Background: an optimization exercise with open tools, aiming at small area, a short achievable clock period and few clock cycles. Do not read the settings as production practice.
Only simulation tests tie the RTL to the original design; equivalence was not proved.

==> flow/design.v (excerpt) <==
module goldschmidt_divider (
    input wire clk,
    input wire rst_n,
    input wire start,
    input wire [15:0] numerator,       
    input wire [15:0] denominator,     
    output wire [15:0] quotient,       
    output reg valid,
    output wire error
);
Settings: LEC_CHECK=0, ABC_AREA=1, CAP_MARGIN=20, CORE_MARGIN=2, CORE_UTILIZATION=50, SLEW_MARGIN=20; clock period 11.0 ns.
standard.sh (not shown) runs the stock make flow with config.mk's settings and CLKGATE_MAP_FILE= SYNTH_SCRIPT=/design/flow/synth_recipe.tcl, a recipe that flattens the netlist after the stock synthesis.
==> flow/flow/run.sh <==
#!/bin/bash
# The standard layout (standard.sh: the standard flow's own ORFS run, synthesis
# unchanged), with a larger setup margin for ORFS's timing repair.  The
# clock period and the constraints stay the design's.
set -euo pipefail
bash standard.sh SETUP_SLACK_MARGIN=6.5 finish > standard.log 2>&1
Testbench counts at the start, summed over its fixed seeds: cycles 112,000.
Then changed:
==> flow/run.sh (new file) <==
#!/bin/bash
# synth_recipe.tcl (not shown) runs the flow's synth.tcl, then flattens the netlist and writes it again
# the make line also repeats each setting of config.mk as NAME=value (left out here)
make -C /OpenROAD-flow-scripts/flow DESIGN_CONFIG=/design/flow/config.mk WORK_HOME=/design/flow/orfs CLKGATE_MAP_FILE= SYNTH_SCRIPT=/design/flow/synth_recipe.tcl finish
Settings changed: SETUP_SLACK_MARGIN from default to 4.5.
removed: flow/flow/run.sh
removed: flow/standard.sh
After rerunning: The changed run passed the timing, design-rule and antenna checks; cell count falls by a little under a tenth; design area fell by a quarter to a third; clock skew came out lower by 0.0048 ns; register-to-register slack loses 0.96 ns; worst hold slack gets worse by 0.060 ns; worst setup slack is worse by 0.93 ns; routed wire length decreases by about a fifth; via count came out lower by roughly a tenth.
Then changed:
Settings changed: PLACE_DENSITY from default to 0.75, SETUP_SLACK_MARGIN 4.5 to 5.
The changed run completed with no timing, DRC or antenna violations; core utilization grows by 1.9 points; worst hold slack gains 0.031 ns; synthesized cell count is unchanged; worst setup slack gains 0.47 ns; final area grows by 3.6%; routed wire length shrinks by 3.9%.
Then changed:
Settings changed: PLACE_DENSITY 0.75 to default.
What happened:
- worst setup slack degrades by 0.022 ns
- clock-buffer cell count came out higher by 2
- cell area came out lower by about 1.1%
- non-clock buffer count came out lower by 25
- utilization came out lower by 0.61 points
- via count came out lower by 3.6%
- worst hold slack improves by 0.013 ns
- global-route usage came out higher by 2.2 points

========
Another version of the RTL of goldschmidt_divider (not shown whole).
For scale: roughly 3100 cells after synthesis.
==> flow/config.mk <==
export PLATFORM = sky130hd
export DESIGN_NAME = goldschmidt_divider
export DESIGN_NICKNAME = goldschmidt_divider
export VERILOG_FILES = /design/flow/design.v
export SDC_FILE = /design/flow/constraint.sdc
export NUM_CORES = 4
export LEC_CHECK = 0
export ABC_AREA = 1
export CAP_MARGIN = 20
export CORE_MARGIN = 2
export CORE_UTILIZATION = 50
export CTS_BUF_LIST = sky130_fd_sc_hd__clkbuf_8
export SETUP_SLACK_MARGIN = 5
export SLEW_MARGIN = 20
==> flow/constraint.sdc <==
create_clock -name core_clock -period 11.0 [get_ports {clk}]
set_input_delay 2.2000 -clock core_clock [delete_from_list [all_inputs] [get_ports {clk}]]
set_output_delay 2.2000 -clock core_clock [all_outputs]
set_load 0.01 [all_outputs]
==> flow/flow/run.sh <==
#!/bin/bash
# The standard layout (standard.sh), with one change to synthesis:
# SYNTH_ARGS=-noabc skips the quick ABC pass inside Yosys's "synth" fine
# stage, so extract_fa sees the adder trees as written and maps them to
# full adders without inverters between them.  Registers, their names and
# cell types are those of the standard synthesis; the final ABC mapping,
# floorplan, placement, CTS, routing and constraints are the standard ones.
set -euo pipefail
bash standard.sh SYNTH_ARGS=-noabc finish > standard.log 2>&1
Testbench counts at the start, summed over its fixed seeds: cycles 112,000.
Next try:
Settings changed: ABC_AREA 1 to default, CTS_BUF_LIST sky130_fd_sc_hd__clkbuf_8 to default.
What happened:
- area after synthesis hardly moves
- cell count shrinks by 11%
- setup slack got worse by 0.060 ns
- flip-flop and latch count does not change
- sequential share of layout area shrinks by 0.84 points
- core utilization grows by 5.0 points
- critical path depth stays the same
- count of clock-buffer cells in the layout grows by 1

========
The RTL this note starts from:
==> flow/design.v <==
module goldschmidt_divider (
    input wire clk,
    input wire rst_n,
    input wire start,
    input wire [15:0] numerator,       
    input wire [15:0] denominator,     
    output wire [15:0] quotient,       
    output reg valid,
    output wire error
);
reg        busy;
reg [2:0]  cnt;
reg [28:0] xn;       
reg [29:0] accn;
reg [24:0] xd;       
reg [25:0] accd;
reg [11:0] yh;       
reg [6:0]  one_n, two_n, neg_n, one_dn, two_dn, neg_dn;
reg [3:0]  lz;       
reg        eq, dz, d3one;
wire [2:0] cnt_nx = busy ? cnt + 3'd1 : 3'd0;
wire       fin    = cnt[0];      
wire [42:0] sumn;
wire [38:0] sumd;
gs_mac #(.W(30), .O(43)) mn (.a(accn), .x({xn, 1'b0}), .one(one_n), .two(two_n), .neg(neg_n), .s(sumn));
gs_mac #(.W(26), .O(39)) md (.a(accd), .x({xd, 1'b0}), .one(~one_dn), .two(~two_dn), .neg(~neg_dn), .s(sumd));
function [20:0] booth;       
    input [12:0] v;
    reg [15:0] w;
    integer i;
    begin
        w = {2'b00, v, 1'b0};
        for (i = 0; i < 7; i = i + 1) begin
            booth[i]      = w[2*i+1] ^ w[2*i];
            booth[7 + i]  = (w[2*i+2] & ~w[2*i+1] & ~w[2*i]) | (~w[2*i+2] & w[2*i+1] & w[2*i]);
            booth[14 + i] = w[2*i+2] & ~(w[2*i+1] & w[2*i]);
        end
    end
endfunction
wire [12:0] nxdig = ~sumd[24:12];    
wire [20:0] bnext = !busy ? booth(f0m1) : fin ? booth({1'b0, yh}) : booth(nxdig);
wire [15:0] d = denominator;
wire        z3 = (d[15:8] == 8'd0);
wire [15:0] d3 = z3 ? {d[7:0], 8'd0} : d;
wire        z2 = (d3[15:12] == 4'd0);
wire [15:0] d2 = z2 ? {d3[11:0], 4'd0} : d3;
wire        z1 = (d2[15:14] == 2'd0);
wire [15:0] d1 = z1 ? {d2[13:0], 2'd0} : d2;
wire        z0 = ~d1[15];
wire [15:0] d0 = z0 ? {d1[14:0], 1'b0} : d1;
wire [11:0] dn = d0[15:4];
reg [12:0] f0m1;     
always @(*) begin
    case (dn[10:8])
        3'd0: f0m1 = 13'd8191;
        3'd1: f0m1 = 13'd7281;
        3'd2: f0m1 = 13'd6553;
        3'd3: f0m1 = 13'd5957;
        3'd4: f0m1 = 13'd5460;
        3'd5: f0m1 = 13'd5040;
        3'd6: f0m1 = 13'd4680;
        default: f0m1 = 13'd4368;
    endcase
end
reg  [10:0] xinc;
wire [18:0] n4lo = {1'b0, xn[17:0]} + {1'b0, accn[29:12]};
wire [28:0] n4   = {n4lo[18] ? xinc : xn[28:18], n4lo[17:0]};
wire [43:0] qsh = {15'd0, n4} << lz;
assign quotient = qsh[31:16];
assign error    = dz;
always @(posedge clk or negedge rst_n) begin
    if (!rst_n) begin
        busy  <= 1'b0;
        valid <= 1'b0;
    end else begin
        valid <= busy & (cnt == 3'd5);
        if (!busy)
            busy <= start;
        else if (cnt == 3'd5)
            busy <= 1'b0;
    end
end
always @(posedge clk) begin
    cnt <= cnt_nx;
    xinc <= xn[28:18] + 11'd1;
    {neg_n, two_n, one_n} <= bnext;
    {neg_dn, two_dn, one_dn} <= ~bnext;
    if (!busy) begin
        xn   <= {2'd0, numerator, 11'd0};
        accn <= {2'd0, numerator, 12'd0};
        xd   <= {2'd0, dn, 11'd0};
        accd <= {2'd0, dn, 12'd0};
        lz   <= (numerator == denominator) ? 4'd0 : {z3, z2, z1, z0};
        eq   <= (numerator == denominator);
        dz   <= (denominator == 16'd0);
    end else if (fin) begin
        accn <= (cnt[2] & (d3one | eq)) ? 30'd0 : sumn[42:13];
        accd <= sumd[38:13];
    end else begin
        xn   <= (cnt[2] & eq) ? 29'h10000000 : sumn[40:12];
        accn <= {sumn[40:12], 1'b0};
        xd   <= sumd[36:12];
        accd <= {sumd[36:12], 1'b0};
        yh   <= ~sumd[36:25];
        d3one <= sumd[36];
    end
end
endmodule
module gs_mac #(parameter W = 30, parameter O = 43) (
    input  wire [W-1:0] a,
    input  wire [W-1:0] x,
    input  wire [6:0] one, two, neg,    
    output wire [O-1:0] s
);
wire [W+1:0] x1 = {2'b00, x};
wire [W+1:0] x2 = {1'b0, x, 1'b0};
wire one0 = one[0], two0 = two[0], neg0 = neg[0];
wire [W+1:0] q0 = ({(W+2){one0}} & x1 | {(W+2){two0}} & x2) ^ {(W+2){neg0}};
wire one1 = one[1], two1 = two[1], neg1 = neg[1];
wire [W+1:0] q1 = ({(W+2){one1}} & x1 | {(W+2){two1}} & x2) ^ {(W+2){neg1}};
wire one2 = one[2], two2 = two[2], neg2 = neg[2];
wire [W+1:0] q2 = ({(W+2){one2}} & x1 | {(W+2){two2}} & x2) ^ {(W+2){neg2}};
wire one3 = one[3], two3 = two[3], neg3 = neg[3];
wire [W+1:0] q3 = ({(W+2){one3}} & x1 | {(W+2){two3}} & x2) ^ {(W+2){neg3}};
wire one4 = one[4], two4 = two[4], neg4 = neg[4];
wire [W+1:0] q4 = ({(W+2){one4}} & x1 | {(W+2){two4}} & x2) ^ {(W+2){neg4}};
wire one5 = one[5], two5 = two[5], neg5 = neg[5];
wire [W+1:0] q5 = ({(W+2){one5}} & x1 | {(W+2){two5}} & x2) ^ {(W+2){neg5}};
wire one6 = one[6], two6 = two[6], neg6 = neg[6];
wire [W+1:0] q6 = ({(W+2){one6}} & x1 | {(W+2){two6}} & x2) ^ {(W+2){neg6}};
wire [O-1:0] r0 = ({{(O-W-4){1'b0}}, ~q0[W+1], q0[W+1], q0[W+1], q0[W:0]} << 0);
wire [O-1:0] r1 = ({{(O-W-3){1'b0}}, 1'b1, ~q1[W+1], q1[W:0]} << 2) | ({{(O-1){1'b0}}, neg0} << 0);
wire [O-1:0] r2 = ({{(O-W-3){1'b0}}, 1'b1, ~q2[W+1], q2[W:0]} << 4) | ({{(O-1){1'b0}}, neg1} << 2);
wire [O-1:0] r3 = ({{(O-W-3){1'b0}}, 1'b1, ~q3[W+1], q3[W:0]} << 6) | ({{(O-1){1'b0}}, neg2} << 4);
wire [O-1:0] r4 = ({{(O-W-3){1'b0}}, 1'b1, ~q4[W+1], q4[W:0]} << 8) | ({{(O-1){1'b0}}, neg3} << 6);
wire [O-1:0] r5 = ({{(O-W-3){1'b0}}, 1'b1, ~q5[W+1], q5[W:0]} << 10) | ({{(O-1){1'b0}}, neg4} << 8);
wire [O-1:0] r6 = ({{(O-W-3){1'b0}}, 1'b1, ~q6[W+1], q6[W:0]} << 12) | ({{(O-1){1'b0}}, neg5} << 10);
wire [O-1:0] ra = {{(O-W){1'b0}}, a};
wire [O-1:0] t0s0 = r0 ^ r1 ^ r2;
wire [O-1:0] t0c0 = ((r0 & r1) | (r0 & r2) | (r1 & r2)) << 1;
wire [O-1:0] t0s1 = r3 ^ r4 ^ r5;
wire [O-1:0] t0c1 = ((r3 & r4) | (r3 & r5) | (r4 & r5)) << 1;
wire [O-1:0] t1s0 = t0s0 ^ t0c0 ^ t0s1;
wire [O-1:0] t1c0 = ((t0s0 & t0c0) | (t0s0 & t0s1) | (t0c0 & t0s1)) << 1;
wire [O-1:0] t1s1 = t0c1 ^ r6 ^ ra;
wire [O-1:0] t1c1 = ((t0c1 & r6) | (t0c1 & ra) | (r6 & ra)) << 1;
wire [O-1:0] t2s0 = t1s0 ^ t1c0 ^ t1s1;
wire [O-1:0] t2c0 = ((t1s0 & t1c0) | (t1s0 & t1s1) | (t1c0 & t1s1)) << 1;
wire [O-1:0] t3s0 = t2s0 ^ t2c0 ^ t1c1;
wire [O-1:0] t3c0 = ((t2s0 & t2c0) | (t2s0 & t1c1) | (t2c0 & t1c1)) << 1;
assign s = t3s0 + t3c0;
endmodule
Settings: LEC_CHECK=0, CAP_MARGIN=20, CORE_MARGIN=2, CORE_UTILIZATION=50, SETUP_SLACK_MARGIN=5, SLEW_MARGIN=20; clock period 11.0 ns.
run.sh (not shown) runs the stock make flow with config.mk's settings and CLKGATE_MAP_FILE= SYNTH_SCRIPT=/design/flow/synth_recipe.tcl, a recipe that flattens the netlist after the stock synthesis.
Stock flow here: none of the scripts above is used.
Testbench counts at the start, summed over its fixed seeds: cycles 112,000.
Rerun with:
- ABC_AREA: not set -> 1
- CORE_UTILIZATION: 50 -> 60
Final area falls by 2.5%.
Via count rises by 9.8%.
Die area falls by 16%.
First-iteration DRC count rises by 74%.
Global-route usage rises by 9.1 points.
Worst setup slack gets worse by 32 ps.
Synthesized cell count rises by 15%.
Rerun with:
- CAP_MARGIN: 20 -> 10
- CORE_UTILIZATION: 60 -> 50
- SLEW_MARGIN: 20 -> 10
What happened:
- non-clock buffer count goes down by 15
- cell count rises by 3.0%
- final area shrinks by 0.95%
- routed wire length goes down by 3.2%

re-timing with driven ports:
No port has a modelled driver above. Below, the same layouts with a new extraction and two added sets of constraints.
Step 1 sets driving cells, clkbuf_16 on the clock port and buf_2 on the other inputs (assumed; they add their load-dependent delay and slew).
Step 2 adds t to the input delays and takes it off the output delays; t is the mean of the earliest and latest rising clock arrival at the registers after step 1. Input paths then give back, and output paths get back, about the clock's delay inside the block.
Three values: ideal ports, drivers, drivers and shift; two values: the first two.
run	t, ns	setup slack, ns	worst hold slack (ns)	latest minus earliest clock arrival (ns)	slew at the worst register clock pin (ns)
the first run of note 1	0.566	5.581 / 5.522 / 5.557	0.553 / 0.553 / 0.553	0.020 / 0.021	0.10 / 0.10
the second run of note 1	0.539	4.648 / 4.648 / 4.648	0.493 / 0.493 / 0.493	0.014 / 0.014	0.08 / 0.08
the third run of note 1	0.524	5.113 / 5.059 / 5.113	0.525 / 0.525 / 0.525	0.023 / 0.023	0.09 / 0.09
the fourth run of note 1	0.538	5.091 / 5.058 / 5.087	0.538 / 0.538 / 0.538	0.014 / 0.014	0.08 / 0.08
the first run of note 2	0.631	5.057 / 4.999 / 5.141	0.521 / 0.521 / 0.521	0.029 / 0.029	0.12 / 0.12
the second run of note 2	0.546	4.997 / 4.933 / 4.757	0.526 / 0.526 / 0.526	0.022 / 0.022	0.08 / 0.08
the first run of note 3	0.557	4.983 / 4.918 / 4.688	0.554 / 0.554 / 0.554	0.018 / 0.017	0.08 / 0.08
the second run of note 3	0.533	4.952 / 4.890 / 4.994	0.552 / 0.552 / 0.552	0.024 / 0.024	0.09 / 0.09
the third run of note 3	0.538	5.084 / 5.055 / 5.084	0.538 / 0.538 / 0.538	0.015 / 0.015	0.08 / 0.08
After both steps setup and hold are still met in every run listed. For the first run of note 3, which loses most, drivers alone change the setup slack by -0.065 ns; drivers and shift together by -0.295 ns.
